Background: an optimization exercise with open tools, aiming at small area and a short achievable clock period. Do not read the settings as production practice. The RTL was checked by simulation tests, not by an equivalence proof against the original design. Power and IR drop assume default switching activity.

### flow/flow/run.sh
#!/bin/bash
# The standard layout, with two changes:
#  - synthesis maps the logic with flow/abc_map.script instead of ORFS's abc_speed.script
#    (flow/synth_abc.tcl is synth_recipe.tcl with that abc call swapped);
#  - the port buffers are made from the smallest buffer cell.
# Each tool writes its full log under orfs/logs; the make output goes to standard.log.
set -euo pipefail
HERE=$(pwd)
export ABC_SCRIPT=$HERE/flow/abc_map.script
export ABC_D=2000
export BUFFER_PORTS_ARGS="-buffer_cell sky130_fd_sc_hd__buf_1"
bash standard.sh SYNTH_SCRIPT=$HERE/flow/synth_abc.tcl finish > standard.log 2>&1
### flow/flow/abc_map.script
strash
&get -n
&fraig -x
&put
scorr
dc2
dretime
strash
&get -n
&dch -f
&nf {D}
&put
buffer -c
upsize {D}
dnsize {D}
stime -p
### flow/flow/synth_abc.tcl
proc synth {args} { yosys synth -nofsm -noshare {*}$args }
# abc with the mapping script named by ABC_SCRIPT and the delay target ABC_D (ps);
# the rest is synth_recipe.tcl unchanged
proc abc {args} {
  set i [lsearch -exact $args -script]
  if { $i >= 0 } { set args [lreplace $args [expr {$i + 1}] [expr {$i + 1}] $::env(ABC_SCRIPT)] }
  set j [lsearch -exact $args -D]
  if { $j >= 0 && [info exists ::env(ABC_D)] } { set args [lreplace $args [expr {$j + 1}] [expr {$j + 1}] $::env(ABC_D)] }
  yosys abc {*}$args
}
source $::env(SCRIPTS_DIR)/synth.tcl
# left out here: clear keep_hierarchy, flatten, clean up, hide names made inside functions, write 1_2_yosys.v
### flow/standard.sh
#!/bin/bash
# synth_recipe.tcl (not shown) runs the flow's synth.tcl, then flattens the netlist and writes it again
# the make line also repeats each setting of config.mk as NAME=value (left out here)
make -C /OpenROAD-flow-scripts/flow DESIGN_CONFIG=/design/flow/config.mk WORK_HOME=/design/flow/orfs CLKGATE_MAP_FILE= SYNTH_SCRIPT=/design/flow/synth_recipe.tcl "${@:-finish}"
### flow/config.mk
export PLATFORM = sky130hd
export DESIGN_NAME = rtc_top
export DESIGN_NICKNAME = rtc_top
export VERILOG_FILES = /design/flow/design.v
export SDC_FILE = /design/flow/constraint.sdc
export NUM_CORES = 4
export LEC_CHECK = 0
export CAP_MARGIN = 20
export CORE_MARGIN = 2
export CORE_UTILIZATION = 40
export SETUP_SLACK_MARGIN = 2.6
export SLEW_MARGIN = 20
### flow/constraint.sdc
create_clock -name core_clock -period 5.0 [get_ports {clk_i}]
set_input_delay 1.0000 -clock core_clock [delete_from_list [all_inputs] [get_ports {clk_i}]]
set_output_delay 1.0000 -clock core_clock [all_outputs]
set_load 0.01 [all_outputs]
### flow/design.v
module rtc_top (
                input logic         clk_i,
                input logic         rstn_i,
                input logic         date_update_i,
                input logic [31:0]  date_i,
                output logic [31:0] date_o,
                input logic         clock_update_i,
                output logic [21:0] clock_o,
                input logic [21:0]  clock_i,
                input logic [9:0]   init_sec_cnt_i,
                input logic         calibre_update_i,
                input logic [15:0]  calibre_sec_cnt_i,
                output logic [15:0] calibre_sec_cnt_o,
                input logic         timer_update_i,
                input logic         timer_enable_i,
                input logic         timer_retrig_i,
                input logic [16:0]  timer_target_i,
                output logic [16:0] timer_value_o,
                input logic         alarm_enable_i,
                input logic [5:0]   alarm_mask_i,
                input logic         alarm_update_clock_i,
                input logic [21:0]  alarm_clock_i,
                output logic [21:0] alarm_clock_o,
                input logic         alarm_update_date_i,
                input logic [31:0]  alarm_date_i,
                output logic [31:0] alarm_date_o,
                input logic         event_flag_update_i,
                input logic [1:0]   event_flag_i,
                output logic [1:0]  event_flag_o,
                output logic        event_o
                );
   logic [7:0]  r_seconds, r_minutes;
   logic [5:0]  r_hours;
   logic [5:0]  r_day;
   logic [4:0]  r_month;
   logic [13:0] r_year;
   logic [15:0] r_sec_counter, r_sec_cnt_calibre;
   logic        r_tick;           
   logic [16:0] r_timer, r_timer_target;
   logic        r_timer_en, r_timer_retrig;
   logic        r_timer_match;    
   logic [7:0]  r_alarm_seconds, r_alarm_minutes;
   logic [5:0]  r_alarm_hours;
   logic [13:0] r_alarm_year;
   logic [4:0]  r_alarm_month;
   logic [5:0]  r_alarm_day;
   logic [5:0]  r_alarm_mask;
   logic        r_alarm_enable;
   logic        r_sec59, r_min59, r_hour23;   
   logic        r_eom, r_eoy;     
   logic        n_eom;
   logic        r_match_date;     
   logic        r_match_time;     
   logic        r_alarm_match;    
   logic [1:0]  r_event_flag;
   logic [7:0]  n_seconds, n_minutes;
   logic [5:0]  n_hours;
   logic [5:0]  n_day;
   logic [4:0]  n_month;
   logic [13:0] n_year;
   logic [15:0] n_sec_counter, n_sec_cnt_calibre;
   logic [16:0] n_timer, n_timer_target;
   logic        n_timer_en;
   logic [7:0]  n_alarm_seconds, n_alarm_minutes;
   logic [5:0]  n_alarm_hours;
   logic [13:0] n_alarm_year;
   logic [4:0]  n_alarm_month;
   logic [5:0]  n_alarm_day;
   logic [5:0]  n_alarm_mask;
   logic        n_alarm_enable;
   logic        n_match_date, n_match_time;
   logic [1:0]  n_event_flag;
   logic        s_alarm_event, s_timer_event;
   logic        s_upd_min, s_upd_hour, s_new_day;
   logic        s_end_of_month, s_end_of_year;
   assign s_alarm_event = r_alarm_enable & r_match_date & r_match_time & ~r_alarm_match;
   assign s_timer_event = r_timer_en & r_timer_match;
   assign event_o       = s_alarm_event | s_timer_event;
   assign date_o            = {2'b00, r_year, 3'b000, r_month, 2'b00, r_day};
   assign clock_o           = {r_hours, r_minutes, r_seconds};
   assign calibre_sec_cnt_o = r_sec_cnt_calibre;
   assign timer_value_o     = r_timer;
   assign alarm_clock_o     = {r_alarm_hours, r_alarm_minutes, r_alarm_seconds};
   assign alarm_date_o      = {2'b00, r_alarm_year, 3'b000, r_alarm_month, 2'b00, r_alarm_day};
   assign event_flag_o      = r_event_flag;
   function automatic [3:0] inc4(input [3:0] x);
      inc4 = {x[3] ^ (&x[2:0]), x[2] ^ (&x[1:0]), x[1] ^ x[0], ~x[0]};
   endfunction
   function automatic [1:0] inc2(input [1:0] x);
      inc2 = {x[1] ^ x[0], ~x[0]};
   endfunction
   function automatic eom(input [5:0] d, input [4:0] m, input [13:0] y);
      logic leap;
      leap = (~y[0] & (y[4] == y[1])) & ((y[7:0] != 8'h00) | (~y[8] & (y[12] == y[9])));
      case (m)
        5'h01, 5'h03, 5'h05, 5'h07, 5'h08, 5'h10, 5'h12: eom = (d == 6'h31);
        5'h04, 5'h06, 5'h09, 5'h11:                      eom = (d == 6'h30);
        5'h02:   eom = (d == 6'h29) | (~leap & (d == 6'h28));
        default: eom = 1'b0;
      endcase
   endfunction
   logic [15:0] s_cnt_inc, n_count;
   assign s_cnt_inc[0] = ~r_sec_counter[0];
   assign s_cnt_inc[1] = r_sec_counter[1] ^ (&r_sec_counter[0:0]);
   assign s_cnt_inc[2] = r_sec_counter[2] ^ (&r_sec_counter[1:0]);
   assign s_cnt_inc[3] = r_sec_counter[3] ^ (&r_sec_counter[2:0]);
   assign s_cnt_inc[4] = r_sec_counter[4] ^ (&r_sec_counter[3:0]);
   assign s_cnt_inc[5] = r_sec_counter[5] ^ (&r_sec_counter[4:0]);
   assign s_cnt_inc[6] = r_sec_counter[6] ^ (&r_sec_counter[5:0]);
   assign s_cnt_inc[7] = r_sec_counter[7] ^ (&r_sec_counter[6:0]);
   assign s_cnt_inc[8] = r_sec_counter[8] ^ (&r_sec_counter[7:0]);
   assign s_cnt_inc[9] = r_sec_counter[9] ^ (&r_sec_counter[8:0]);
   assign s_cnt_inc[10] = r_sec_counter[10] ^ (&r_sec_counter[9:0]);
   assign s_cnt_inc[11] = r_sec_counter[11] ^ (&r_sec_counter[10:0]);
   assign s_cnt_inc[12] = r_sec_counter[12] ^ (&r_sec_counter[11:0]);
   assign s_cnt_inc[13] = r_sec_counter[13] ^ (&r_sec_counter[12:0]);
   assign s_cnt_inc[14] = r_sec_counter[14] ^ (&r_sec_counter[13:0]);
   assign s_cnt_inc[15] = r_sec_counter[15] ^ (&r_sec_counter[14:0]);
   always_comb begin
      n_sec_cnt_calibre = calibre_update_i ? calibre_sec_cnt_i : r_sec_cnt_calibre;
      if (clock_update_i) begin
         n_count       = {1'b0, init_sec_cnt_i, 5'h0};
         n_sec_counter = {1'b0, init_sec_cnt_i, 5'h1};
      end else if (r_tick) begin
         n_count       = 16'h0;
         n_sec_counter = 16'h1;
      end else begin
         n_count       = r_sec_counter;
         n_sec_counter = s_cnt_inc;
      end
   end
   assign s_upd_min  = r_tick & r_sec59;
   assign s_upd_hour = r_tick & r_sec59 & r_min59;
   assign s_new_day  = r_tick & r_sec59 & r_min59 & r_hour23;
   always_comb begin
      n_seconds = r_seconds;
      n_minutes = r_minutes;
      n_hours   = r_hours;
      if (clock_update_i) begin
         n_seconds = clock_i[7:0];
         n_minutes = clock_i[15:8];
         n_hours   = clock_i[21:16];
      end else begin
         if (r_tick) begin
            n_seconds[3:0] = (r_seconds[3:0] >= 4'h9) ? 4'h0 : inc4(r_seconds[3:0]);
            if (r_seconds >= 8'h59)
              n_seconds[7:4] = 4'h0;
            else if (r_seconds[3:0] >= 4'h9)
              n_seconds[7:4] = inc4(r_seconds[7:4]);
         end
         if (s_upd_min) begin
            n_minutes[3:0] = (r_minutes[3:0] >= 4'h9) ? 4'h0 : inc4(r_minutes[3:0]);
            if (r_minutes >= 8'h59)
              n_minutes[7:4] = 4'h0;
            else if (r_minutes[3:0] >= 4'h9)
              n_minutes[7:4] = inc4(r_minutes[7:4]);
         end
         if (s_upd_hour) begin
            if (r_hours >= 6'h23)
              n_hours = 6'h00;
            else if (r_hours[3:0] >= 4'h9)
              n_hours = {inc2(r_hours[5:4]), 4'h0};
            else
              n_hours[3:0] = inc4(r_hours[3:0]);
         end
      end
   end
   logic n_sec59, n_min59, n_hour23;
   always_comb begin
      if (clock_update_i) begin
         n_sec59  = (clock_i[7:0]   == 8'h59);
         n_min59  = (clock_i[15:8]  == 8'h59);
         n_hour23 = (clock_i[21:16] == 6'h23);
      end else begin
         n_sec59  = r_tick     ? (r_seconds == 8'h58) : r_sec59;
         n_min59  = s_upd_min  ? (r_minutes == 8'h58) : r_min59;
         n_hour23 = s_upd_hour ? (r_hours   == 6'h22) : r_hour23;
      end
   end
   assign s_end_of_month = r_eom;
   assign s_end_of_year  = r_eoy;
   always_comb begin
      if (date_update_i)
        n_eom = eom(date_i[5:0], date_i[12:8], date_i[29:16]);
      else if (s_new_day)
        n_eom = ~r_eom & eom((r_day[3:0] != 4'h9) ? {r_day[5:4], inc4(r_day[3:0])}
                                                  : {inc2(r_day[5:4]), 4'h0},
                             r_month, r_year);
      else
        n_eom = r_eom;
   end
   always_comb begin
      n_day   = r_day;
      n_month = r_month;
      n_year  = r_year;
      if (date_update_i) begin
         n_day   = date_i[5:0];
         n_month = date_i[12:8];
         n_year  = date_i[29:16];
      end else if (s_new_day) begin
         if (s_end_of_month)
           n_day = 6'h01;
         else if (r_day[3:0] != 4'h9)
           n_day[3:0] = inc4(r_day[3:0]);
         else
           n_day = {inc2(r_day[5:4]), 4'h0};
         if (s_end_of_year)
           n_month = 5'h01;
         else if (s_end_of_month) begin
            if (r_month[3:0] != 4'h9)
              n_month[3:0] = inc4(r_month[3:0]);
            else
              n_month = {1'b1, 4'h0};
         end
         if (s_end_of_year) begin
            if (r_year[3:0] != 4'h9)
              n_year[3:0] = inc4(r_year[3:0]);
            else begin
               n_year[3:0] = 4'h0;
               if (r_year[7:4] != 4'h9)
                 n_year[7:4] = inc4(r_year[7:4]);
               else begin
                  n_year[7:4] = 4'h0;
                  if (r_year[11:8] != 4'h9)
                    n_year[11:8] = inc4(r_year[11:8]);
                  else begin
                     n_year[11:8]  = 4'h0;
                     n_year[13:12] = inc2(r_year[13:12]);
                  end
               end
            end
         end
      end
   end
   always_comb begin
      n_alarm_seconds = r_alarm_seconds;
      n_alarm_minutes = r_alarm_minutes;
      n_alarm_hours   = r_alarm_hours;
      n_alarm_mask    = r_alarm_mask;
      n_alarm_enable  = r_alarm_enable;
      if (alarm_update_clock_i) begin
         n_alarm_enable  = alarm_enable_i;
         n_alarm_seconds = alarm_clock_i[7:0];
         n_alarm_minutes = alarm_clock_i[15:8];
         n_alarm_hours   = alarm_clock_i[21:16];
         n_alarm_mask    = alarm_mask_i;
      end else if (s_alarm_event)
        n_alarm_enable = 1'b0;
      n_alarm_year  = r_alarm_year;
      n_alarm_month = r_alarm_month;
      n_alarm_day   = r_alarm_day;
      if (alarm_update_date_i) begin
         n_alarm_year  = alarm_date_i[29:16];
         n_alarm_month = alarm_date_i[12:8];
         n_alarm_day   = alarm_date_i[5:0];
      end
   end
   assign n_match_date = (n_alarm_mask[5] | (n_year    == n_alarm_year))    &
                         (n_alarm_mask[4] | (n_month   == n_alarm_month))   &
                         (n_alarm_mask[3] | (n_day     == n_alarm_day));
   assign n_match_time = (n_alarm_mask[2] | (n_hours   == n_alarm_hours))   &
                         (n_alarm_mask[1] | (n_minutes == n_alarm_minutes)) &
                         (n_alarm_mask[0] | (n_seconds == n_alarm_seconds));
   logic [16:0] s_timer_inc;
   assign s_timer_inc[0] = ~r_timer[0];
   assign s_timer_inc[1] = r_timer[1] ^ (&r_timer[0:0]);
   assign s_timer_inc[2] = r_timer[2] ^ (&r_timer[1:0]);
   assign s_timer_inc[3] = r_timer[3] ^ (&r_timer[2:0]);
   assign s_timer_inc[4] = r_timer[4] ^ (&r_timer[3:0]);
   assign s_timer_inc[5] = r_timer[5] ^ (&r_timer[4:0]);
   assign s_timer_inc[6] = r_timer[6] ^ (&r_timer[5:0]);
   assign s_timer_inc[7] = r_timer[7] ^ (&r_timer[6:0]);
   assign s_timer_inc[8] = r_timer[8] ^ (&r_timer[7:0]);
   assign s_timer_inc[9] = r_timer[9] ^ (&r_timer[8:0]);
   assign s_timer_inc[10] = r_timer[10] ^ (&r_timer[9:0]);
   assign s_timer_inc[11] = r_timer[11] ^ (&r_timer[10:0]);
   assign s_timer_inc[12] = r_timer[12] ^ (&r_timer[11:0]);
   assign s_timer_inc[13] = r_timer[13] ^ (&r_timer[12:0]);
   assign s_timer_inc[14] = r_timer[14] ^ (&r_timer[13:0]);
   assign s_timer_inc[15] = r_timer[15] ^ (&r_timer[14:0]);
   assign s_timer_inc[16] = r_timer[16] ^ (&r_timer[15:0]);
   logic n_timer_match;
   always_comb begin
      if (timer_update_i)
        n_timer_match = (timer_target_i == 17'h0);
      else if (r_timer_en & r_timer_match)
        n_timer_match = (r_timer_target == 17'h0);
      else if (r_timer_en)
        n_timer_match = (s_timer_inc == r_timer_target);
      else
        n_timer_match = r_timer_match;
   end
   always_comb begin
      n_timer_target = r_timer_target;
      n_timer_en     = r_timer_en;
      n_timer        = r_timer;
      if (timer_update_i) begin
         n_timer_en     = timer_enable_i;
         n_timer_target = timer_target_i;
         n_timer        = 17'h0;
      end else if (r_timer_en) begin
         if (r_timer_match) begin
            if (!r_timer_retrig)
              n_timer_en = 1'b0;
            n_timer = 17'h0;
         end else
           n_timer = s_timer_inc;
      end
   end
   always_comb begin
      n_event_flag = r_event_flag;
      if (event_flag_update_i) begin
         if (event_flag_i[0]) n_event_flag[0] = 1'b0;
         if (event_flag_i[1]) n_event_flag[1] = 1'b0;
      end else if (s_alarm_event)
        n_event_flag[0] = 1'b1;
      else if (s_timer_event)
        n_event_flag[1] = 1'b1;
   end
   always_ff @(posedge clk_i or negedge rstn_i) begin
      if (~rstn_i) begin
         r_seconds         <= 8'h0;
         r_minutes         <= 8'h0;
         r_hours           <= 6'h0;
         r_day             <= 6'h01;
         r_month           <= 5'h01;
         r_year            <= 14'h2000;
         r_sec_counter     <= 16'h1;
         r_sec_cnt_calibre <= 16'h7FFF;
         r_tick            <= 1'b0;
         r_timer           <= 17'h0;
         r_timer_target    <= 17'h0;
         r_timer_en        <= 1'b0;
         r_timer_retrig    <= 1'b0;
         r_timer_match     <= 1'b1;
         r_alarm_seconds   <= 8'h0;
         r_alarm_minutes   <= 8'h0;
         r_alarm_hours     <= 6'h0;
         r_alarm_year      <= 14'h0;
         r_alarm_month     <= 5'h0;
         r_alarm_day       <= 6'h0;
         r_alarm_mask      <= 6'h0;
         r_alarm_enable    <= 1'b0;
         r_sec59           <= 1'b0;
         r_min59           <= 1'b0;
         r_hour23          <= 1'b0;
         r_eom             <= 1'b0;
         r_eoy             <= 1'b0;
         r_match_date      <= 1'b0;
         r_match_time      <= 1'b0;
         r_alarm_match     <= 1'b0;
         r_event_flag      <= 2'h0;
      end else begin
         r_seconds         <= n_seconds;
         r_minutes         <= n_minutes;
         r_hours           <= n_hours;
         r_day             <= n_day;
         r_month           <= n_month;
         r_year            <= n_year;
         r_sec_counter     <= n_sec_counter;
         r_sec_cnt_calibre <= n_sec_cnt_calibre;
         r_tick            <= (n_count == n_sec_cnt_calibre);
         r_timer           <= n_timer;
         r_timer_target    <= n_timer_target;
         r_timer_en        <= n_timer_en;
         if (timer_update_i)
           r_timer_retrig  <= timer_retrig_i;
         r_timer_match     <= n_timer_match;
         r_alarm_seconds   <= n_alarm_seconds;
         r_alarm_minutes   <= n_alarm_minutes;
         r_alarm_hours     <= n_alarm_hours;
         r_alarm_year      <= n_alarm_year;
         r_alarm_month     <= n_alarm_month;
         r_alarm_day       <= n_alarm_day;
         r_alarm_mask      <= n_alarm_mask;
         r_alarm_enable    <= n_alarm_enable;
         r_sec59           <= n_sec59;
         r_min59           <= n_min59;
         r_hour23          <= n_hour23;
         r_eom             <= n_eom;
         r_eoy             <= n_eom & (date_update_i ? (date_i[12:8] == 5'h12) : (r_month == 5'h12));
         r_match_date      <= n_match_date;
         r_match_time      <= n_match_time;
         r_alarm_match     <= r_match_date & r_match_time;
         r_event_flag      <= n_event_flag;
      end
   end
endmodule  
==> results.txt, run 1 <==
# TYPE chip_impl_metric gauge
chip_impl_info{name="result_of_the_run",value="no timing/DRC/antenna violations"} 1
chip_impl_metric{name="finish.net_count",unit=""} 1476
chip_impl_metric{name="detailroute.via_count",unit=""} 8377
chip_impl_metric{name="yosysTopAreaCellShare",unit=""} 0.399
chip_impl_metric{name="grt_start_max_net_pins",unit=""} 108
chip_impl_info{name="synth_ff_type",value="sky130_fd_sc_hd__dfrtp_1"} 1
chip_impl_metric{name="cts_hold_buffers",unit=""} 0
chip_impl_metric{name="pwr-share-clk",unit=""} 0.369
chip_impl_metric{name="ff2ff_path_depth",unit=""} 10
chip_impl_metric{name="portBuffers",unit=""} 286
chip_impl_info{name="library_cell_occupying_the_most_area_in_the_post_synthesis_netlist",value="sky130_fd_sc_hd__dfrtp_1"} 1
chip_impl_metric{name="detailedRoute.firstIterationViolations",unit=""} 530
chip_impl_metric{name="floorplan.io_pins",unit=""} 315
chip_impl_metric{name="finalCritPeriodShare",unit=""} 0.539
chip_impl_metric{name="p_per_area",unit="nW/µm²"} 308
chip_impl_metric{name="postLayoutCoreUtil",unit=""} 0.504
chip_impl_info{name="synth_area_leaders",value="sky130_fd_sc_hd__dfrtp_1 (40%), sky130_fd_sc_hd__mux2_2 (8.8%), sky130_fd_sc_hd__dfstp_2 (5.2%), sky130_fd_sc_hd__ha_1 (5.2%), sky130_fd_sc_hd__xnor2_1 (3.5%)"} 1
chip_impl_metric{name="postRouteWirelength",unit="µm"} 27500
chip_impl_metric{name="post_synthesis_mean_instance_area",unit="µm²"} 10.6
chip_impl_metric{name="power_frac_comb",unit=""} 0.190
chip_impl_metric{name="die_area",unit="µm²"} 26500
chip_impl_metric{name="grt_antenna_before_repair",unit=""} 1
chip_impl_metric{name="synth.cell_area",unit="µm²"} 10100
chip_impl_metric{name="reg2reg_setup_slack",unit="ns"} 2.31
chip_impl_metric{name="async_reset_ff_frac",unit=""} 1.00
chip_impl_metric{name="floorplan.initialDensity",unit=""} 0.405
chip_impl_metric{name="report.final.hold_viol_count",unit=""} 0
chip_impl_metric{name="synthCells",unit=""} 957
chip_impl_metric{name="synth.distinct_cells",unit=""} 81
chip_impl_metric{name="die_y",unit="µm"} 163
chip_impl_metric{name="first_pass_iters",unit=""} 5
chip_impl_metric{name="clk_pin_slew",unit="ns"} 0.07
chip_impl_metric{name="die_width",unit="µm"} 163
chip_impl_metric{name="finalSetupViolations",unit=""} 0
chip_impl_metric{name="arrival_time_at_the_worst_endpoint",unit="ns"} 3.03
chip_impl_metric{name="drt_antenna_net_count",unit=""} 0
chip_impl_metric{name="layout-area-overhead-vs-synth",unit="%"} 24.6
chip_impl_info{name="timing.rr.end",value="r_match_date$_DFF_PN0_"} 1
chip_impl_info{name="holdCritPathClass",value="reg -> reg"} 1
chip_impl_metric{name="worst_slew_margin_rel",unit=""} 0.501
chip_impl_metric{name="vdd_drop_max",unit="V"} 0.000181
chip_impl_info{name="cp_cell_sequence",value="buf_1, buf_6, a21oi_2, a221o_1, xor2_1, nor3_1, o211ai_1, nand4b_1, o21ba_1, nor3_1"} 1
chip_impl_metric{name="nFillCells",unit=""} 2395
chip_impl_metric{name="globalRoute.totalOverflow",unit=""} 0
chip_impl_info{name="crit_type",value="in -> reg"} 1
chip_impl_metric{name="multi_input_logic_area",unit="µm²"} 5450
chip_impl_info{name="cpMaxStageDelayCell",value="sky130_fd_sc_hd__a221o_1"} 1
chip_impl_metric{name="leakage",unit="nW"} 5.28
chip_impl_info{name="rsz0062_at_grt",value="yes"} 1
chip_impl_metric{name="internal_power",unit="W"} 0.00269
chip_impl_metric{name="placementRows",unit=""} 58
chip_impl_metric{name="ctsLongestPathBuffers",unit=""} 2
chip_impl_metric{name="post-place-ws",unit="ns"} 1.48
chip_impl_metric{name="globalRouteTotalUtil",unit=""} 0.206
chip_impl_metric{name="p_sw_frac",unit=""} 0.307
chip_impl_metric{name="ys_warn_count",unit=""} 1
chip_impl_metric{name="detail_route.drc_violations",unit=""} 0
chip_impl_metric{name="crit_path_max_incr_delay",unit="ns"} 0.42
chip_impl_metric{name="critical_path_peak_fanout",unit=""} 21
chip_impl_info{name="critical_path_end_type",value="flip-flop"} 1
chip_impl_metric{name="avgRoutedWirePerCell",unit="µm"} 17.1
chip_impl_info{name="regToRegStartpoint",value="r_year[1]$_DFF_PN0_"} 1
chip_impl_info{name="cts.root.buffer_cell",value="sky130_fd_sc_hd__clkbuf_16"} 1
chip_impl_metric{name="synth_seq_area_share",unit=""} 0.451
chip_impl_info{name="setup.worst_path.start_class",value="input port"} 1
chip_impl_metric{name="drv_slew",unit=""} 0
chip_impl_info{name="post_synth_most_frequent_cells",value="sky130_fd_sc_hd__dfrtp_1 (161), sky130_fd_sc_hd__nand2_1 (86), sky130_fd_sc_hd__mux2_2 (79), sky130_fd_sc_hd__nor2_1 (49), sky130_fd_sc_hd__o21ai_0 (49)"} 1
chip_impl_metric{name="routed_via_density",unit=""} 5.21
chip_impl_metric{name="critPathRequiredTime",unit="ns"} 5.34
chip_impl_info{name="yosys.cell_count.top_type",value="sky130_fd_sc_hd__dfrtp_1"} 1
chip_impl_metric{name="clock_buffers_created_by_tritoncts",unit=""} 17
chip_impl_metric{name="timing.setup.tns",unit="ns"} 0
chip_impl_info{name="hold_start",value="r_event_flag[1]$_DFFE_PN0P_"} 1
chip_impl_metric{name="holdPathStages",unit=""} 2
chip_impl_metric{name="maxCapViolCount",unit=""} 0
chip_impl_metric{name="fmax",unit="MHz"} 371
chip_impl_metric{name="setup_slack",unit="ns"} 2.31
chip_impl_metric{name="skew_final",unit="ns"} 0.0128
chip_impl_metric{name="synth_enable_flop_cells",unit=""} 0
chip_impl_metric{name="timing.final.crit_period",unit="ns"} 2.69
chip_impl_metric{name="share_seq_of_total_power",unit=""} 0.441
chip_impl_metric{name="htreeDepth",unit=""} 4
chip_impl_info{name="tritoncts_clock_tree",value="yes"} 1
chip_impl_metric{name="clock_insertion_delay_worst_skew",unit="ns"} 0.44
chip_impl_metric{name="vias_in_the_first_global_route",unit=""} 8313
chip_impl_info{name="hold_end",value="r_event_flag[1]$_DFFE_PN0P_"} 1
chip_impl_metric{name="tightestPinTransition",unit="ns"} 0.748
chip_impl_metric{name="sequential_cell_area",unit="µm²"} 4560
chip_impl_metric{name="fp.coreArea",unit="µm²"} 25000
chip_impl_metric{name="hpwlAfterDp",unit="µm"} 20700
chip_impl_metric{name="clock_sink_count",unit=""} 181
chip_impl_metric{name="switchingPower",unit="W"} 0.00119
chip_impl_metric{name="gp_routability_congestion",unit=""} 0.837
chip_impl_metric{name="grt_first_pass_wirelength",unit="µm"} 43100
chip_impl_info{name="timing.critical_path.mode_cell",value="sky130_fd_sc_hd__nor3_1"} 1
chip_impl_metric{name="post_route_cells_drive_above_1_share",unit=""} 0.186
chip_impl_metric{name="synth.ff_latch_count",unit=""} 181
[worst max-delay path by stage]
stage,start,to
6_report,date_update_i,r_match_date$_DFF_PN0_
3_3_place_gp,clock_update_i,r_match_time$_DFF_PN0_
3_5_place_dp,clock_update_i,r_match_time$_DFF_PN0_
4_1_cts,r_timer[0]$_DFFE_PN0P_,r_timer_match$_DFFE_PN1P_
2_1_floorplan,alarm_update_date_i,r_match_date$_DFF_PN0_
5_1_grt,r_timer[0]$_DFFE_PN0P_,r_timer_match$_DFFE_PN1P_
[per-stage QoR]
step	total power, W	instances	hold slack (ns)	instance area [µm²]
6_report	0.00388	1607	0.485	12600
5_1_grt	0.00408	1607	0.501	12600
4_1_cts	0.00390	1592	0.485	12400
3_5_place_dp	0.00243	1546	0.469	11500
3_3_place_gp	0.00243	1546	0.461	11500
2_1_floorplan	0.00216	970	0.447	10200
[critical path, delay by kind of cell]
kind / cells / cell delay [ns]
AND/OR/NAND/NOR: 3 / 0.67
AO/OA/AOI/OAI: 4 / 0.86
XOR/XNOR: 1 / 0.17
buffers and inverters: 2 / 0.34
[power groups by stage]
stage | clock network [W] | registers (W) | logic, W
6_report | 0.00143 | 0.00171 | 0.000735
5_1_grt | 0.00153 | 0.00173 | 0.000819
4_1_cts | 0.00147 | 0.00171 | 0.000727
3_5_place_dp | 0 | 0.00174 | 0.000696
3_3_place_gp | 0 | 0.00173 | 0.000691
2_1_floorplan | 0 | 0.00176 | 0.000405
[registers in the layout (all words and copies together), names as in the netlist, 5 cells and up]
name	flops
r_alarm_seconds	8
r_alarm_month	5
r_alarm_hours	6
r_alarm_mask	6
r_alarm_minutes	8
r_sec_counter	16
r_year	14
r_alarm_year	14
r_alarm_day	6
r_timer_target	17
r_minutes	8
r_hours	6
r_seconds	8
r_day	6
r_month	5
r_timer	17
r_sec_cnt_calibre	16
[routing by layer]
| metal | wire length (µm) | vias to the layer above | global-route usage |
|---|---|---|---|
| met1 | 12500 | 4066 | 0.279 |
| met4 | 502 | 0 | 0.0704 |
| met5 | 0 | - | 0 |
| met3 | 1460 | 28 | 0.0420 |
| met2 | 13000 | 239 | 0.330 |
| li1 | - | 4044 | - |
[cells in the final DEF, fill, tap and decap left out, types with 6 or more instances in the layout]
cell / instances
sky130_fd_sc_hd__buf_1: 281
sky130_fd_sc_hd__dfrtp_1: 155
sky130_fd_sc_hd__nand2_1: 85
sky130_fd_sc_hd__mux2_2: 77
sky130_fd_sc_hd__o21ai_0: 47
sky130_fd_sc_hd__nor2_1: 46
sky130_fd_sc_hd__xnor2_1: 40
sky130_fd_sc_hd__xor2_1: 38
sky130_fd_sc_hd__ha_1: 38
sky130_fd_sc_hd__inv_1: 36
sky130_fd_sc_hd__buf_4: 33
sky130_fd_sc_hd__a21oi_1: 32
sky130_fd_sc_hd__nand3_1: 21
sky130_fd_sc_hd__dfstp_2: 20
sky130_fd_sc_hd__clkbuf_16: 17
sky130_fd_sc_hd__o31ai_1: 14
sky130_fd_sc_hd__conb_1: 14
sky130_fd_sc_hd__mux2i_1: 13
sky130_fd_sc_hd__nor4_1: 13
sky130_fd_sc_hd__nand4_1: 11
sky130_fd_sc_hd__a22o_1: 11
sky130_fd_sc_hd__and3_1: 10
sky130_fd_sc_hd__nor3_1: 9
sky130_fd_sc_hd__nand2b_1: 9
sky130_fd_sc_hd__a21boi_0: 9
sky130_fd_sc_hd__and2_1: 8
sky130_fd_sc_hd__a21o_1: 7
sky130_fd_sc_hd__a22oi_1: 7
sky130_fd_sc_hd__a31oi_1: 7
sky130_fd_sc_hd__nand3b_1: 6
sky130_fd_sc_hd__inv_8: 6
[kinds of logic after synthesis]
group	share of synthesized area
other	0.000371
xor gates and xnor gates	0.0836
buffers and inverters	0.0390
adders and majority gates	0.0520
AOI/OAI and AO/OA	0.132
DFF	0.451
and+or+nand+nor	0.142
muxes	0.101
[area by class of cell]
| type | instances | share of cell area |
|---|---|---|
| multi-input combinational | 702 | 0.433 |
| timing repair buffer | 323 | 0.111 |
| inverter | 38 | 0.0116 |
| sequential | 181 | 0.363 |
| clock inverter | 14 | 0.0146 |
| antenna | 1 | 0.000199 |
| clock buffer | 18 | 0.0341 |
| tap | 330 | 0.0328 |
[timing repair]
action / in CTS / in global routing
setup endpoints to repair: 9 / 9
gates cloned: 0 / 0
setup buffers: 14 / 14
gates resized for setup: 33 / 25
pin swaps: 17 / 14
==> run 2, diff against run 1 <==
--- a/flow/config.mk
+++ b/flow/config.mk
@@ -8,5 +8,5 @@
 export CAP_MARGIN = 20
 export CORE_MARGIN = 2
 export CORE_UTILIZATION = 40
-export SETUP_SLACK_MARGIN = 2.6
+export SETUP_SLACK_MARGIN = 2.7
 export SLEW_MARGIN = 20
==> results.txt, run 2 <==
# TYPE chip_impl_metric gauge
chip_impl_metric{name="layout-area-overhead-vs-synth",unit="%"} 27.1
chip_impl_metric{name="hpwlAfterDp",unit="µm"} 21000
chip_impl_metric{name="timing.final.crit_period",unit="ns"} 2.73
chip_impl_metric{name="crit_path_max_incr_delay",unit="ns"} 0.42
chip_impl_metric{name="worst-path-stages",unit=""} 10
chip_impl_metric{name="avgRoutedWirePerCell",unit="µm"} 17.2
chip_impl_metric{name="synth.cell_area",unit="µm²"} 10100
chip_impl_metric{name="total_placed_instance_area",unit="µm²"} 11500
chip_impl_metric{name="critPathRequiredTime",unit="ns"} 5.35
chip_impl_metric{name="arrival_time_at_the_worst_endpoint",unit="ns"} 3.08
chip_impl_info{name="library_cell_occupying_the_most_area_in_the_post_synthesis_netlist",value="sky130_fd_sc_hd__dfrtp_1"} 1
chip_impl_metric{name="portBuffers",unit=""} 286
chip_impl_metric{name="floorplan.io_pins",unit=""} 315
chip_impl_info{name="cp_cell_sequence",value="buf_4, buf_6, a21oi_2, a221o_1, xor2_1, nor3_2, o211ai_1, nand4b_1, o21ba_1, nor3_1"} 1
chip_impl_metric{name="critical_path_peak_fanout",unit=""} 24
chip_impl_metric{name="detail_route.drc_violations",unit=""} 0
chip_impl_metric{name="fmax",unit="MHz"} 367
chip_impl_metric{name="synth.distinct_cells",unit=""} 81
chip_impl_metric{name="maxCapViolCount",unit=""} 0
chip_impl_metric{name="drv_slew",unit=""} 0
chip_impl_metric{name="async_reset_ff_frac",unit=""} 1.00
chip_impl_metric{name="timing.setup.tns",unit="ns"} 0
chip_impl_metric{name="critical_path_buf_inv_count",unit=""} 2
chip_impl_metric{name="htreeDepth",unit=""} 4
chip_impl_metric{name="die_area",unit="µm²"} 26500
chip_impl_metric{name="report.final.hold_viol_count",unit=""} 0
chip_impl_metric{name="clock_buffers_created_by_tritoncts",unit=""} 17
chip_impl_metric{name="clock_sink_count",unit=""} 181
chip_impl_metric{name="drt_antenna_net_count",unit=""} 0
chip_impl_info{name="setup.worst_path.start_class",value="input port"} 1
chip_impl_metric{name="grt_antenna_before_repair",unit=""} 1
chip_impl_metric{name="ctsLongestPathBuffers",unit=""} 2
chip_impl_info{name="crit_path_end",value="r_match_date$_DFF_PN0_"} 1
chip_impl_metric{name="reg2reg_setup_slack",unit="ns"} 2.27
chip_impl_metric{name="detailroute.via_count",unit=""} 8488
chip_impl_metric{name="pwr-share-clk",unit=""} 0.353
chip_impl_metric{name="synth.ff_latch_count",unit=""} 181
chip_impl_info{name="cpMaxStageDelayCell",value="sky130_fd_sc_hd__a221o_1"} 1
chip_impl_metric{name="post_synthesis_mean_instance_area",unit="µm²"} 10.6
chip_impl_info{name="critical_path.top_delay_family",value="compound AO/OA/AOI/OAI gates"} 1
chip_impl_metric{name="synth_enable_flop_cells",unit=""} 0
chip_impl_metric{name="holdPathStages",unit=""} 2
chip_impl_metric{name="placementRows",unit=""} 58
chip_impl_info{name="layout_commonest_cell",value="sky130_fd_sc_hd__buf_1"} 1
chip_impl_metric{name="p_sw_frac",unit=""} 0.317
chip_impl_info{name="holdCritPathClass",value="reg -> reg"} 1
chip_impl_metric{name="ys_warn_count",unit=""} 1
chip_impl_metric{name="tightestPinTransition",unit="ns"} 0.671
chip_impl_info{name="rsz0062_at_grt",value="yes"} 1
chip_impl_metric{name="routed_via_density",unit=""} 5.23
chip_impl_info{name="synth_ff_type",value="sky130_fd_sc_hd__dfrtp_1"} 1
chip_impl_metric{name="finish.net_count",unit=""} 1492
chip_impl_info{name="reg_top3",value="r_timer (17), r_timer_target (17)"} 1
chip_impl_info{name="cts.root.buffer_cell",value="sky130_fd_sc_hd__clkbuf_16"} 1
chip_impl_metric{name="ff2ff_path_depth",unit=""} 9
chip_impl_metric{name="vdd_drop_max",unit="V"} 0.000196
chip_impl_metric{name="synth_seq_area_share",unit=""} 0.451
chip_impl_metric{name="synthCells",unit=""} 957
chip_impl_metric{name="postRouteWirelength",unit="µm"} 27900
chip_impl_info{name="crit_path_from",value="date_update_i"} 1
chip_impl_metric{name="fin_total_pwr",unit="W"} 0.00382
chip_impl_info{name="post_synth_most_frequent_cells",value="sky130_fd_sc_hd__dfrtp_1 (161), sky130_fd_sc_hd__nand2_1 (86), sky130_fd_sc_hd__mux2_2 (79), sky130_fd_sc_hd__nor2_1 (49), sky130_fd_sc_hd__o21ai_0 (49)"} 1
chip_impl_metric{name="die_y",unit="µm"} 163
chip_impl_metric{name="leakage",unit="nW"} 5.33
chip_impl_info{name="critical_path_end_type",value="flip-flop"} 1
chip_impl_info{name="result_of_the_run",value="no timing/DRC/antenna violations"} 1
chip_impl_metric{name="p_per_area",unit="nW/µm²"} 297
chip_impl_metric{name="nFillCells",unit=""} 2374
chip_impl_info{name="layout.cells.most_common_list",value="sky130_fd_sc_hd__buf_1 (279), sky130_fd_sc_hd__dfrtp_1 (155), sky130_fd_sc_hd__nand2_1 (84)"} 1
chip_impl_info{name="regToRegStartpoint",value="r_tick$_DFF_PN0_"} 1
chip_impl_info{name="yosys.cell_count.top_type",value="sky130_fd_sc_hd__dfrtp_1"} 1
chip_impl_metric{name="globalRouteTotalUtil",unit=""} 0.208
chip_impl_metric{name="vias_in_the_first_global_route",unit=""} 8264
chip_impl_metric{name="postLayoutCoreUtil",unit=""} 0.514
chip_impl_metric{name="floorplan.initialDensity",unit=""} 0.405
chip_impl_metric{name="finalSetupViolations",unit=""} 0
chip_impl_metric{name="detailedRoute.firstIterationViolations",unit=""} 466
chip_impl_metric{name="worst_slew_margin_rel",unit=""} 0.553
chip_impl_metric{name="clk_pin_slew",unit="ns"} 0.07
chip_impl_metric{name="worst_hold_slack",unit="ns"} 0.474
chip_impl_metric{name="yosysTopAreaCellShare",unit=""} 0.399
chip_impl_metric{name="grt_start_max_net_pins",unit=""} 73
chip_impl_metric{name="power_frac_comb",unit=""} 0.199
chip_impl_info{name="timing.rr.end",value="r_match_date$_DFF_PN0_"} 1
chip_impl_metric{name="finish.instance_area",unit="µm²"} 12800
chip_impl_metric{name="grt_first_pass_wirelength",unit="µm"} 43200
chip_impl_metric{name="skew_final",unit="ns"} 0.0121
chip_impl_metric{name="switchingPower",unit="W"} 0.00121
chip_impl_metric{name="internal_power",unit="W"} 0.00261
chip_impl_metric{name="gp_routability_congestion",unit=""} 0.869
chip_impl_metric{name="post_route_cells_drive_above_1_share",unit=""} 0.213
chip_impl_info{name="tritoncts_clock_tree",value="yes"} 1
chip_impl_info{name="synth_area_leaders",value="sky130_fd_sc_hd__dfrtp_1 (40%), sky130_fd_sc_hd__mux2_2 (8.8%), sky130_fd_sc_hd__dfstp_2 (5.2%), sky130_fd_sc_hd__ha_1 (5.2%), sky130_fd_sc_hd__xnor2_1 (3.5%)"} 1
chip_impl_metric{name="fp.coreArea",unit="µm²"} 25000
chip_impl_metric{name="globalRoute.totalOverflow",unit=""} 0
chip_impl_info{name="crit_type",value="in -> reg"} 1
chip_impl_metric{name="first_pass_iters",unit=""} 5
chip_impl_metric{name="die_width",unit="µm"} 163
chip_impl_metric{name="finalCritPeriodShare",unit=""} 0.546
chip_impl_metric{name="share_seq_of_total_power",unit=""} 0.449
chip_impl_metric{name="clock_insertion_delay_worst_skew",unit="ns"} 0.43
## run 2: stage by stage
stage	std cells	setup WS, ns
floorplan	970	2.31
global placement	1548	1.33
detailed placement	1549	1.29
CTS	1612	2.18
global route	1623	2.12
finish	1623	2.27
## run 2: worst reg2reg max path, cell delays in order (launching register included)
cell                       delay, ns
sky130_fd_sc_hd__dfrtp_4        0.58
sky130_fd_sc_hd__and4_4         0.37
sky130_fd_sc_hd__nand4_1        0.24
sky130_fd_sc_hd__a21o_1         0.24
sky130_fd_sc_hd__o22a_1         0.19
sky130_fd_sc_hd__xor2_1         0.17
sky130_fd_sc_hd__nor3b_1        0.28
sky130_fd_sc_hd__nand4b_1       0.16
sky130_fd_sc_hd__o21ba_1        0.22
sky130_fd_sc_hd__nor3_1         0.18
## run 2: power by group through the flow
stage	clock [W]	sequential [W]	combinational, W
after global placement	0	0.00174	0.000690
after detailed placement	0	0.00174	0.000699
after global routing	0.00145	0.00173	0.000838
final	0.00135	0.00171	0.000759
after CTS	0.00138	0.00171	0.000737
after floorplan	0	0.00176	0.000410
## run 2: logic make-up (layout without fill, tap and decap cells)
kind of cell               Yosys count  after routing  share of synthesized area
xor gates and xnor gates            86             86                     0.0836
buffers and inverters               87            409                     0.0390
adders and majority gates           42             42                     0.0520
muxes                               92             92                      0.101
other                                1             15                   0.000371
and+or+nand+nor                    274            274                      0.142
AOI/OAI and AO/OA                  194            194                      0.132
DFF                                181            181                      0.451
## run 2: per-layer routing
metal / global-route usage / routed length (µm) / vias up
met5: 0 / 0 / -
met4: 0.0716 / 551 / 0
met3: 0.0446 / 1550 / 35
met2: 0.341 / 13300 / 238
met1: 0.272 / 12500 / 4140
li1: - / - / 4075
## run 2: final cells by class
class / count / area, µm² / share of cell area
timing repair buffer: 339 / 1560 / 0.122
clock buffer: 18 / 439 / 0.0342
multi-input combinational: 702 / 5580 / 0.434
clock inverter: 14 / 136 / 0.0106
antenna: 1 / 2.50 / 0.000195
tap: 330 / 413 / 0.0321
inverter: 38 / 146 / 0.0114
sequential: 181 / 4560 / 0.355
## run 2: what timing repair did
action / in CTS / in global routing
gates resized for setup: 41 / 66
setup endpoints to repair: 15 / 17
hold buffers: 0 / 0
setup buffers: 31 / 10
pin swaps: 21 / 35
## run 2: worst min path at each step
stage                                            from                          end  slack [ns]
after floorplan             r_alarm_mask[1]$_DFF_PN0_    r_alarm_mask[1]$_DFF_PN0_        0.45
final                     r_event_flag[1]$_DFFE_PN0P_  r_event_flag[1]$_DFFE_PN0P_        0.47
after global routing      r_event_flag[1]$_DFFE_PN0P_  r_event_flag[1]$_DFFE_PN0P_        0.50
after detailed placement  r_event_flag[1]$_DFFE_PN0P_  r_event_flag[1]$_DFFE_PN0P_        0.46
after global placement    r_event_flag[1]$_DFFE_PN0P_  r_event_flag[1]$_DFFE_PN0P_        0.46
after CTS                 r_event_flag[1]$_DFFE_PN0P_  r_event_flag[1]$_DFFE_PN0P_        0.48
==> run 3, diff against run 2 <==
--- a/flow/config.mk
+++ b/flow/config.mk
@@ -8,5 +8,7 @@
 export CAP_MARGIN = 20
 export CORE_MARGIN = 2
 export CORE_UTILIZATION = 40
-export SETUP_SLACK_MARGIN = 2.7
+export CTS_BUF_LIST = sky130_fd_sc_hd__clkbuf_8
+export CTS_CLUSTER_SIZE = 10
+export SETUP_SLACK_MARGIN = 2.3
 export SLEW_MARGIN = 20
==> results.txt, run 3 <==
# TYPE chip_impl_metric gauge
chip_impl_info{name="reg_top3",value="r_timer (17), r_timer_target (17)"} 1
chip_impl_metric{name="postRouteWirelength",unit="µm"} 27600
chip_impl_metric{name="report.final.hold_viol_count",unit=""} 0
chip_impl_metric{name="finalSetupViolations",unit=""} 0
chip_impl_metric{name="portBuffers",unit=""} 286
chip_impl_metric{name="finish.net_count",unit=""} 1473
chip_impl_info{name="yosys.cell_count.top_type",value="sky130_fd_sc_hd__dfrtp_1"} 1
chip_impl_metric{name="internal_power",unit="W"} 0.00238
chip_impl_metric{name="timing.final.crit_period",unit="ns"} 2.69
chip_impl_metric{name="synth.distinct_cells",unit=""} 81
chip_impl_info{name="top_signal_layer_used",value="met5"} 1
chip_impl_metric{name="ys_warn_count",unit=""} 1
chip_impl_metric{name="first_pass_iters",unit=""} 5
chip_impl_metric{name="critical_path_buf_inv_count",unit=""} 2
chip_impl_metric{name="leakage",unit="nW"} 5.15
chip_impl_metric{name="routed-wl-met2",unit="µm"} 13100
chip_impl_metric{name="clock_buffers_created_by_tritoncts",unit=""} 17
chip_impl_metric{name="critical_path_peak_fanout",unit=""} 34
chip_impl_metric{name="tightestPinTransition",unit="ns"} 0.852
chip_impl_metric{name="synth_seq_area_share",unit=""} 0.451
chip_impl_metric{name="worst_slew_margin_rel",unit=""} 0.432
chip_impl_info{name="synth_area_leaders",value="sky130_fd_sc_hd__dfrtp_1 (40%), sky130_fd_sc_hd__mux2_2 (8.8%), sky130_fd_sc_hd__dfstp_2 (5.2%), sky130_fd_sc_hd__ha_1 (5.2%), sky130_fd_sc_hd__xnor2_1 (3.5%)"} 1
chip_impl_metric{name="total_placed_instance_area",unit="µm²"} 11500
chip_impl_metric{name="detailedRoute.firstIterationViolations",unit=""} 537
chip_impl_metric{name="post_route_cells_drive_above_1_share",unit=""} 0.184
chip_impl_info{name="tritoncts_clock_tree",value="yes"} 1
chip_impl_metric{name="die_width",unit="µm"} 163
chip_impl_metric{name="ctsLongestPathBuffers",unit=""} 2
chip_impl_metric{name="cts_hold_buffers",unit=""} 0
chip_impl_metric{name="drt_antenna_net_count",unit=""} 0
chip_impl_metric{name="reg2reg_setup_slack",unit="ns"} 2.33
chip_impl_info{name="layout_commonest_cell",value="sky130_fd_sc_hd__buf_1"} 1
chip_impl_metric{name="worst_hold_slack",unit="ns"} 0.483
chip_impl_metric{name="clock_insertion_delay_worst_skew",unit="ns"} 0.46
chip_impl_metric{name="avgRoutedWirePerCell",unit="µm"} 17.2
chip_impl_metric{name="detail_route.wirelength.met1",unit="µm"} 12500
chip_impl_metric{name="p_per_area",unit="nW/µm²"} 283
chip_impl_metric{name="fmax",unit="MHz"} 371
chip_impl_metric{name="pwr-share-clk",unit=""} 0.298
chip_impl_metric{name="grt_start_max_net_pins",unit=""} 87
chip_impl_metric{name="switchingPower",unit="W"} 0.00110
chip_impl_metric{name="skew_final",unit="ns"} 0.0190
chip_impl_info{name="synth_ff_type",value="sky130_fd_sc_hd__dfrtp_1"} 1
chip_impl_info{name="critical_path_end_type",value="flip-flop"} 1
chip_impl_info{name="layout.cells.most_common_list",value="sky130_fd_sc_hd__buf_1 (281), sky130_fd_sc_hd__dfrtp_1 (156), sky130_fd_sc_hd__nand2_1 (85)"} 1
chip_impl_metric{name="layout_cells_excl_fill",unit=""} 1605
chip_impl_metric{name="setup_slack",unit="ns"} 2.31
chip_impl_metric{name="gp_routability_congestion",unit=""} 0.867
chip_impl_info{name="setup.worst_path.start_class",value="input port"} 1
chip_impl_metric{name="power_frac_comb",unit=""} 0.211
chip_impl_info{name="post_synth_most_frequent_cells",value="sky130_fd_sc_hd__dfrtp_1 (161), sky130_fd_sc_hd__nand2_1 (86), sky130_fd_sc_hd__mux2_2 (79), sky130_fd_sc_hd__nor2_1 (49), sky130_fd_sc_hd__o21ai_0 (49)"} 1
chip_impl_metric{name="grt_antenna_before_repair",unit=""} 3
chip_impl_metric{name="vdd_drop_max",unit="V"} 0.000132
chip_impl_metric{name="detailroute.via_count",unit=""} 8353
chip_impl_metric{name="critPathRequiredTime",unit="ns"} 5.39
chip_impl_metric{name="p_sw_frac",unit=""} 0.316
chip_impl_metric{name="globalRoute.totalOverflow",unit=""} 0
chip_impl_metric{name="clock_sink_count",unit=""} 181
chip_impl_metric{name="synthCells",unit=""} 957
chip_impl_metric{name="layout-area-overhead-vs-synth",unit="%"} 22.0
chip_impl_info{name="library_cell_occupying_the_most_area_in_the_post_synthesis_netlist",value="sky130_fd_sc_hd__dfrtp_1"} 1
chip_impl_metric{name="die_y",unit="µm"} 163
chip_impl_info{name="holdCritPathClass",value="reg -> reg"} 1
chip_impl_metric{name="timing.setup.tns",unit="ns"} 0
chip_impl_info{name="cpMaxStageDelayCell",value="sky130_fd_sc_hd__or4_4"} 1
chip_impl_metric{name="floorplan.io_pins",unit=""} 315
chip_impl_metric{name="clk_pin_slew",unit="ns"} 0.10
chip_impl_metric{name="post-place-ws",unit="ns"} 1.15
chip_impl_metric{name="fp.coreArea",unit="µm²"} 25000
chip_impl_metric{name="placementRows",unit=""} 58
chip_impl_metric{name="floorplan.initialDensity",unit=""} 0.405
chip_impl_metric{name="maxCapViolCount",unit=""} 0
chip_impl_metric{name="finalCritPeriodShare",unit=""} 0.538
chip_impl_metric{name="yosysTopAreaCellShare",unit=""} 0.399
chip_impl_metric{name="hpwlAfterDp",unit="µm"} 20700
chip_impl_metric{name="crit_path_max_incr_delay",unit="ns"} 0.52
chip_impl_metric{name="detail_route.drc_violations",unit=""} 0
chip_impl_metric{name="vias_in_the_first_global_route",unit=""} 8192
chip_impl_metric{name="share_seq_of_total_power",unit=""} 0.492
chip_impl_info{name="rsz0062_at_grt",value="yes"} 1
chip_impl_metric{name="async_reset_ff_frac",unit=""} 1.00
chip_impl_info{name="cts.root.buffer_cell",value="sky130_fd_sc_hd__clkbuf_8"} 1
chip_impl_metric{name="grt_first_pass_wirelength",unit="µm"} 42700
chip_impl_metric{name="die_area",unit="µm²"} 26500
chip_impl_metric{name="synth.ff_latch_count",unit=""} 181
chip_impl_metric{name="drv_slew",unit=""} 0
chip_impl_metric{name="arrival_time_at_the_worst_endpoint",unit="ns"} 3.08
chip_impl_info{name="cp_cell_sequence",value="clkbuf_8, buf_4, nor2_1, a32o_1, xor2_1, or4_4, nor4_4, a21oi_2, nor3_2"} 1
chip_impl_metric{name="finish.instance_area",unit="µm²"} 12300
chip_impl_metric{name="post_synthesis_mean_instance_area",unit="µm²"} 10.6
chip_impl_metric{name="synth.cell_area",unit="µm²"} 10100
chip_impl_info{name="crit_type",value="in -> reg"} 1
chip_impl_metric{name="routed_via_density",unit=""} 5.20
chip_impl_metric{name="placedCellCount",unit=""} 1546
chip_impl_info{name="critical_path.top_delay_family",value="simple AND/OR/NAND/NOR gates"} 1
chip_impl_metric{name="synth_enable_flop_cells",unit=""} 0
chip_impl_metric{name="htreeDepth",unit=""} 4
chip_impl_info{name="result_of_the_run",value="no timing/DRC/antenna violations"} 1
chip_impl_metric{name="globalRouteTotalUtil",unit=""} 0.204
chip_impl_metric{name="detailroute.wirelength.met3",unit="µm"} 1450
-- run 3: stage by stage --
stage	util	total power [W]
4_1_cts	0.485	0.00351
5_1_grt	0.493	0.00369
2_1_floorplan	-	0.00216
6_report	0.494	0.00348
3_3_place_gp	0.460	0.00242
3_5_place_dp	0.460	0.00243
-- run 3: layer usage --
metal,vias to the layer above,track usage
li1,4032,-
met4,2,0.0644
met5,-,0
met3,34,0.0413
met1,4043,0.277
met2,242,0.329
-- run 3: logic make-up after synthesis --
kind of cell | Yosys count | share of synthesized area
compound gates | 194 | 0.132
xor+xnor | 86 | 0.0836
fa+ha+maj | 42 | 0.0520
buf+inv | 87 | 0.0390
flops | 181 | 0.451
mux | 92 | 0.101
other cells | 1 | 0.000371
simple gates | 274 | 0.142
-- run 3: final cells by class --
type                    instances  area [µm²]
repair buffers                320        1370
inverters                      38         143
well taps                     330         413
fillers                      2426       12600
clock buffers                  18         248
clock inverters                14         146
multi-input cells             702        5440
diodes                          2        5.00
flip-flops and latches        181        4560
-- run 3: final timing paths --
| kind | startpoint | to | depth (start not counted) |
|---|---|---|---|
| max | clock_update_i | r_match_time$_DFF_PN0_ | 9 |
| min | r_sec_counter[3]$_DFF_PN0_ | r_sec_counter[3]$_DFF_PN0_ | 1 |
| max reg2reg | r_minutes[0]$_DFF_PN0_ | r_match_time$_DFF_PN0_ | 11 |
| min reg2reg | r_sec_counter[3]$_DFF_PN0_ | r_sec_counter[3]$_DFF_PN0_ | 1 |
| max in group asynchronous | rstn_i | r_day[0]$_DFF_PN1_ | 2 |
| min in group asynchronous | rstn_i | r_sec_counter[1]$_DFF_PN0_ | 1 |
-- run 3: power by group through the flow --
stage               Sequential, W  Combinational, W  Clock, W
global placement          0.00174          0.000684         0
global route              0.00173          0.000819   0.00114
finish                    0.00171          0.000734   0.00104
detailed placement        0.00174          0.000693         0
floorplan                 0.00176          0.000400         0
CTS                       0.00171          0.000720   0.00108
-- run 3: timing repair --
item / 4_1_cts / 5_1_grt
endpoints found under the setup margin: 3 / 4
pin swaps: 16 / 15
endpoints found under the hold margin: 0 / 0
resized for setup: 33 / 35
buffers inserted: 13 / 12
==> run 4, diff against run 3 <==
--- a/flow/config.mk
+++ b/flow/config.mk
@@ -10,5 +10,5 @@
 export CORE_UTILIZATION = 40
 export CTS_BUF_LIST = sky130_fd_sc_hd__clkbuf_8
 export CTS_CLUSTER_SIZE = 10
-export SETUP_SLACK_MARGIN = 2.3
+export SETUP_SLACK_MARGIN = 2.0
 export SLEW_MARGIN = 20
==> results.txt, run 4 <==
# TYPE chip_impl_metric gauge
chip_impl_info{name="result_of_the_run",value="no timing/DRC/antenna violations"} 1
chip_impl_metric{name="finalSetupViolations",unit=""} 0
chip_impl_metric{name="placementRows",unit=""} 58
chip_impl_metric{name="synth_simple_gate_area_share",unit=""} 0.142
chip_impl_metric{name="fin_total_pwr",unit="W"} 0.00361
chip_impl_metric{name="crit_path_max_incr_delay",unit="ns"} 0.31
chip_impl_metric{name="post_synthesis_mean_instance_area",unit="µm²"} 10.6
chip_impl_metric{name="die_width",unit="µm"} 163
chip_impl_metric{name="finalCritPeriodShare",unit=""} 0.571
chip_impl_metric{name="synth_seq_area_share",unit=""} 0.451
chip_impl_metric{name="synth_xor_xnor_area_share",unit=""} 0.0836
chip_impl_metric{name="layout-area-overhead-vs-synth",unit="%"} 19.7
chip_impl_metric{name="routed_via_density",unit=""} 5.22
chip_impl_metric{name="share_of_cell_area_taken_by_muxes_after_synthesis",unit=""} 0.101
chip_impl_metric{name="ys_warn_count",unit=""} 1
chip_impl_metric{name="die_y",unit="µm"} 163
chip_impl_metric{name="nFillCells",unit=""} 2411
chip_impl_metric{name="die_area",unit="µm²"} 26500
chip_impl_metric{name="gp_routability_congestion",unit=""} 0.873
chip_impl_metric{name="async_reset_ff_frac",unit=""} 1.00
chip_impl_info{name="tritoncts_clock_tree",value="yes"} 1
chip_impl_metric{name="postRouteWirelength",unit="µm"} 27100
chip_impl_info{name="yosys.cell_count.top_type",value="sky130_fd_sc_hd__dfrtp_1"} 1
chip_impl_metric{name="clock_sink_count",unit=""} 181
chip_impl_info{name="cts.root.buffer_cell",value="sky130_fd_sc_hd__clkbuf_8"} 1
chip_impl_info{name="cpMaxStageDelayCell",value="sky130_fd_sc_hd__buf_1"} 1
chip_impl_metric{name="clk_pin_slew",unit="ns"} 0.10
chip_impl_metric{name="total_placed_instance_area",unit="µm²"} 11500
chip_impl_metric{name="fmax",unit="MHz"} 350
chip_impl_info{name="rsz0062_at_grt",value="yes"} 1
chip_impl_metric{name="critPathRequiredTime",unit="ns"} 5.37
chip_impl_metric{name="synthAdderAreaFrac",unit=""} 0.0520
chip_impl_metric{name="report.final.hold_viol_count",unit=""} 0
chip_impl_metric{name="timing.setup.tns",unit="ns"} 0
chip_impl_info{name="holdCritPathClass",value="in -> async"} 1
chip_impl_metric{name="clock_buffers_created_by_tritoncts",unit=""} 17
chip_impl_metric{name="portBuffers",unit=""} 286
chip_impl_metric{name="maxCapViolCount",unit=""} 0
chip_impl_info{name="synth_ff_type",value="sky130_fd_sc_hd__dfrtp_1"} 1
chip_impl_metric{name="synth.distinct_cells",unit=""} 81
chip_impl_metric{name="arrival_time_at_the_worst_endpoint",unit="ns"} 3.22
chip_impl_metric{name="worst_hold_slack",unit="ns"} 0.487
chip_impl_metric{name="finish.net_count",unit=""} 1453
chip_impl_metric{name="finish.instance_area",unit="µm²"} 12100
chip_impl_metric{name="htreeDepth",unit=""} 4
chip_impl_info{name="synth_top_family_by_area",value="simple AND/OR/NAND/NOR gates"} 1
chip_impl_metric{name="critical_path_buf_inv_count",unit=""} 2
chip_impl_info{name="library_cell_occupying_the_most_area_in_the_post_synthesis_netlist",value="sky130_fd_sc_hd__dfrtp_1"} 1
chip_impl_metric{name="grt_first_pass_wirelength",unit="µm"} 42500
chip_impl_info{name="timing.critical_path.mode_cell",value="sky130_fd_sc_hd__nor3_1"} 1
chip_impl_metric{name="detailroute.via_count",unit=""} 8270
chip_impl_metric{name="tightestPinTransition",unit="ns"} 0.886
chip_impl_metric{name="globalRoute.totalOverflow",unit=""} 0
chip_impl_info{name="layout_commonest_cell",value="sky130_fd_sc_hd__buf_1"} 1
chip_impl_metric{name="drt_antenna_net_count",unit=""} 0
chip_impl_metric{name="synth.ff_latch_count",unit=""} 181
chip_impl_metric{name="cts_hold_buffers",unit=""} 0
chip_impl_metric{name="detailedRoute.firstIterationViolations",unit=""} 494
chip_impl_metric{name="globalRouteTotalUtil",unit=""} 0.203
chip_impl_metric{name="detail_route.drc_violations",unit=""} 0
chip_impl_metric{name="floorplan.initialDensity",unit=""} 0.405
chip_impl_metric{name="vdd_drop_max",unit="V"} 0.000151
chip_impl_info{name="setup.worst_path.start_class",value="input port"} 1
chip_impl_metric{name="hpwlAfterDp",unit="µm"} 20600
chip_impl_metric{name="drv_slew",unit=""} 0
chip_impl_metric{name="yosysTopAreaCellShare",unit=""} 0.399
chip_impl_metric{name="ff2ff_path_depth",unit=""} 9
chip_impl_metric{name="reg2reg_setup_slack",unit="ns"} 2.17
chip_impl_info{name="cp_cell_sequence",value="buf_1, buf_6, a31oi_1, a32o_1, xor2_1, nor3_1, o211ai_1, nand4b_1, o21ba_1, nor3_1"} 1
chip_impl_metric{name="vias_in_the_first_global_route",unit=""} 8116
chip_impl_metric{name="synth_enable_flop_cells",unit=""} 0
chip_impl_metric{name="critical_path_peak_fanout",unit=""} 33
chip_impl_metric{name="avgRoutedWirePerCell",unit="µm"} 17.1
chip_impl_metric{name="clock_insertion_delay_worst_skew",unit="ns"} 0.45
chip_impl_info{name="critical_path.top_delay_family",value="compound AO/OA/AOI/OAI gates"} 1
chip_impl_metric{name="fp.coreArea",unit="µm²"} 25000
chip_impl_info{name="timing.rr.end",value="r_match_time$_DFF_PN0_"} 1
chip_impl_info{name="crit_type",value="in -> reg"} 1
chip_impl_metric{name="post_route_cells_drive_above_1_share",unit=""} 0.148
chip_impl_info{name="regToRegStartpoint",value="r_minutes[1]$_DFF_PN0_"} 1
chip_impl_info{name="reg_top3",value="r_timer (17), r_timer_target (17)"} 1
chip_impl_metric{name="p_per_area",unit="nW/µm²"} 299
chip_impl_info{name="post_synth_most_frequent_cells",value="sky130_fd_sc_hd__dfrtp_1 (161), sky130_fd_sc_hd__nand2_1 (86), sky130_fd_sc_hd__mux2_2 (79), sky130_fd_sc_hd__nor2_1 (49), sky130_fd_sc_hd__o21ai_0 (49)"} 1
chip_impl_metric{name="grt_antenna_before_repair",unit=""} 1
chip_impl_info{name="critical_path_end_type",value="flip-flop"} 1
chip_impl_metric{name="grt_start_max_net_pins",unit=""} 155
chip_impl_metric{name="skew_final",unit="ns"} 0.0173
chip_impl_info{name="layout.cells.most_common_list",value="sky130_fd_sc_hd__buf_1 (283), sky130_fd_sc_hd__dfrtp_1 (158), sky130_fd_sc_hd__nand2_1 (86)"} 1
chip_impl_metric{name="worst_slew_margin_rel",unit=""} 0.409
chip_impl_metric{name="timing.final.crit_period",unit="ns"} 2.86
chip_impl_metric{name="floorplan.io_pins",unit=""} 315
chip_impl_metric{name="ctsLongestPathBuffers",unit=""} 2
chip_impl_metric{name="first_pass_iters",unit=""} 7
chip_impl_metric{name="synth_compound_gate_area_share",unit=""} 0.132
chip_impl_metric{name="leakage",unit="nW"} 5.06
chip_impl_metric{name="synthCells",unit=""} 957
chip_impl_metric{name="synth.cell_area",unit="µm²"} 10100
chip_impl_info{name="synth_area_leaders",value="sky130_fd_sc_hd__dfrtp_1 (40%), sky130_fd_sc_hd__mux2_2 (8.8%), sky130_fd_sc_hd__dfstp_2 (5.2%), sky130_fd_sc_hd__ha_1 (5.2%), sky130_fd_sc_hd__xnor2_1 (3.5%)"} 1
-- run 4: where the power goes --
| part | internal [W] | switching, W |
|---|---|---|
| clock network | 0.000631 | 0.000573 |
| registers | 0.00160 | 0.000115 |
| logic | 0.000298 | 0.000397 |
-- run 4: worst max path at each step --
stage | startpoint | endpoint | cells after the start
final | date_update_i | r_match_date$_DFF_PN0_ | 10
after global routing | r_seconds[0]$_DFF_PN0_ | r_match_time$_DFF_PN0_ | 11
after CTS | r_timer[0]$_DFFE_PN0P_ | r_timer_match$_DFFE_PN1P_ | 13
after detailed placement | clock_update_i | r_match_time$_DFF_PN0_ | 10
after global placement | clock_update_i | r_match_time$_DFF_PN0_ | 10
after floorplan | alarm_update_date_i | r_match_date$_DFF_PN0_ | 8
-- run 4: layer usage --
metal / routed length, µm / global-route usage / up-vias
li1: - / - / 3991
met1: 12400 / 0.276 / 3979
met2: 12600 / 0.321 / 262
met3: 1560 / 0.0428 / 38
met4: 567 / 0.0716 / 0
met5: 0 / 0 / -
-- run 4: timing repair --
action	in CTS	in global routing
gates cloned	0	0
resized for setup	6	22
setup endpoints to repair	3	3
pin swaps	0	6
buffers inserted	0	6
-- run 4: area by class of cell --
class | count | area [µm²] | share of cell area
Timing Repair Buffer | 300 | 1210 | 0.100
Multi-Input combinational cell | 702 | 5290 | 0.437
Sequential cell | 181 | 4560 | 0.377
Antenna cell | 1 | 2.50 | 0.000207
Inverter | 38 | 143 | 0.0118
Tap cell | 330 | 413 | 0.0342
Clock buffer | 19 | 262 | 0.0216
Clock inverter | 13 | 214 | 0.0177
-- run 4: worst register-to-register path, cell delays in order, from the launching register on --
cell and delay [ns]:
sky130_fd_sc_hd__dfrtp_1 0.43, sky130_fd_sc_hd__inv_1 0.09, sky130_fd_sc_hd__ha_1 0.15, sky130_fd_sc_hd__or3b_4 0.40, sky130_fd_sc_hd__nor2b_4 0.17, sky130_fd_sc_hd__o31ai_1 0.37
sky130_fd_sc_hd__xor2_1 0.10, sky130_fd_sc_hd__or4_1 0.56, sky130_fd_sc_hd__o31a_1 0.32, sky130_fd_sc_hd__nor3_2 0.17
-- run 4: logic make-up (layout without fill, tap and decap cells) --
group	after synthesis	in the layout
AO/OA/AOI/OAI	194	194
XOR/XNOR	86	86
adder cells (fa/ha/maj)	42	42
buffers and inverters	87	370
flip-flops	181	181
multiplexers	92	92
other	1	15
AND/OR/NAND/NOR	274	274
-- run 4: through the flow --
stage | setup WS (ns) | instances | utilization
after floorplan | 2.15 | 970 | -
after detailed placement | 1.44 | 1545 | 0.459
after global placement | 1.42 | 1545 | 0.459
after CTS | 2.03 | 1577 | 0.479
final | 2.14 | 1584 | 0.484
after global routing | 1.93 | 1583 | 0.484

==> port drivers added, routing unchanged <==
In the flow no input, the clock included, has a driving cell. The finished layouts below were timed again as built, in two steps.
Step 1 (the two cells are an assumption about what drives the block):
set clk [get_ports {clk_i}]
set_driving_cell -lib_cell sky130_fd_sc_hd__clkbuf_16 $clk
set_driving_cell -lib_cell sky130_fd_sc_hd__buf_2 [delete_from_list [all_inputs] $clk]
Step 2, shift: input delay + t, output delay - t, t = (earliest + latest rising clock arrival at the registers) / 2. This alone moves slack from input paths to output paths.
Three values: no drivers, after step 1, after step 2; two values: the first two.
run | shift t [ns] | setup WS [ns] | slew at the worst register clock pin (ns)
run 1 | 0.474 | 2.306 / 2.301 / 1.827 | 0.08 / 0.08
run 2 | 0.477 | 2.272 / 2.274 / 1.808 | 0.08 / 0.08
run 3 | 0.491 | 2.308 / 2.308 / 1.817 | 0.11 / 0.11
run 4 | 0.489 | 2.144 / 2.159 / 1.670 | 0.11 / 0.11
After both steps every run listed still meets setup and hold. The setup slack of run 3, which loses most, moves by 0.000 ns with the drivers and by -0.491 ns with both steps.
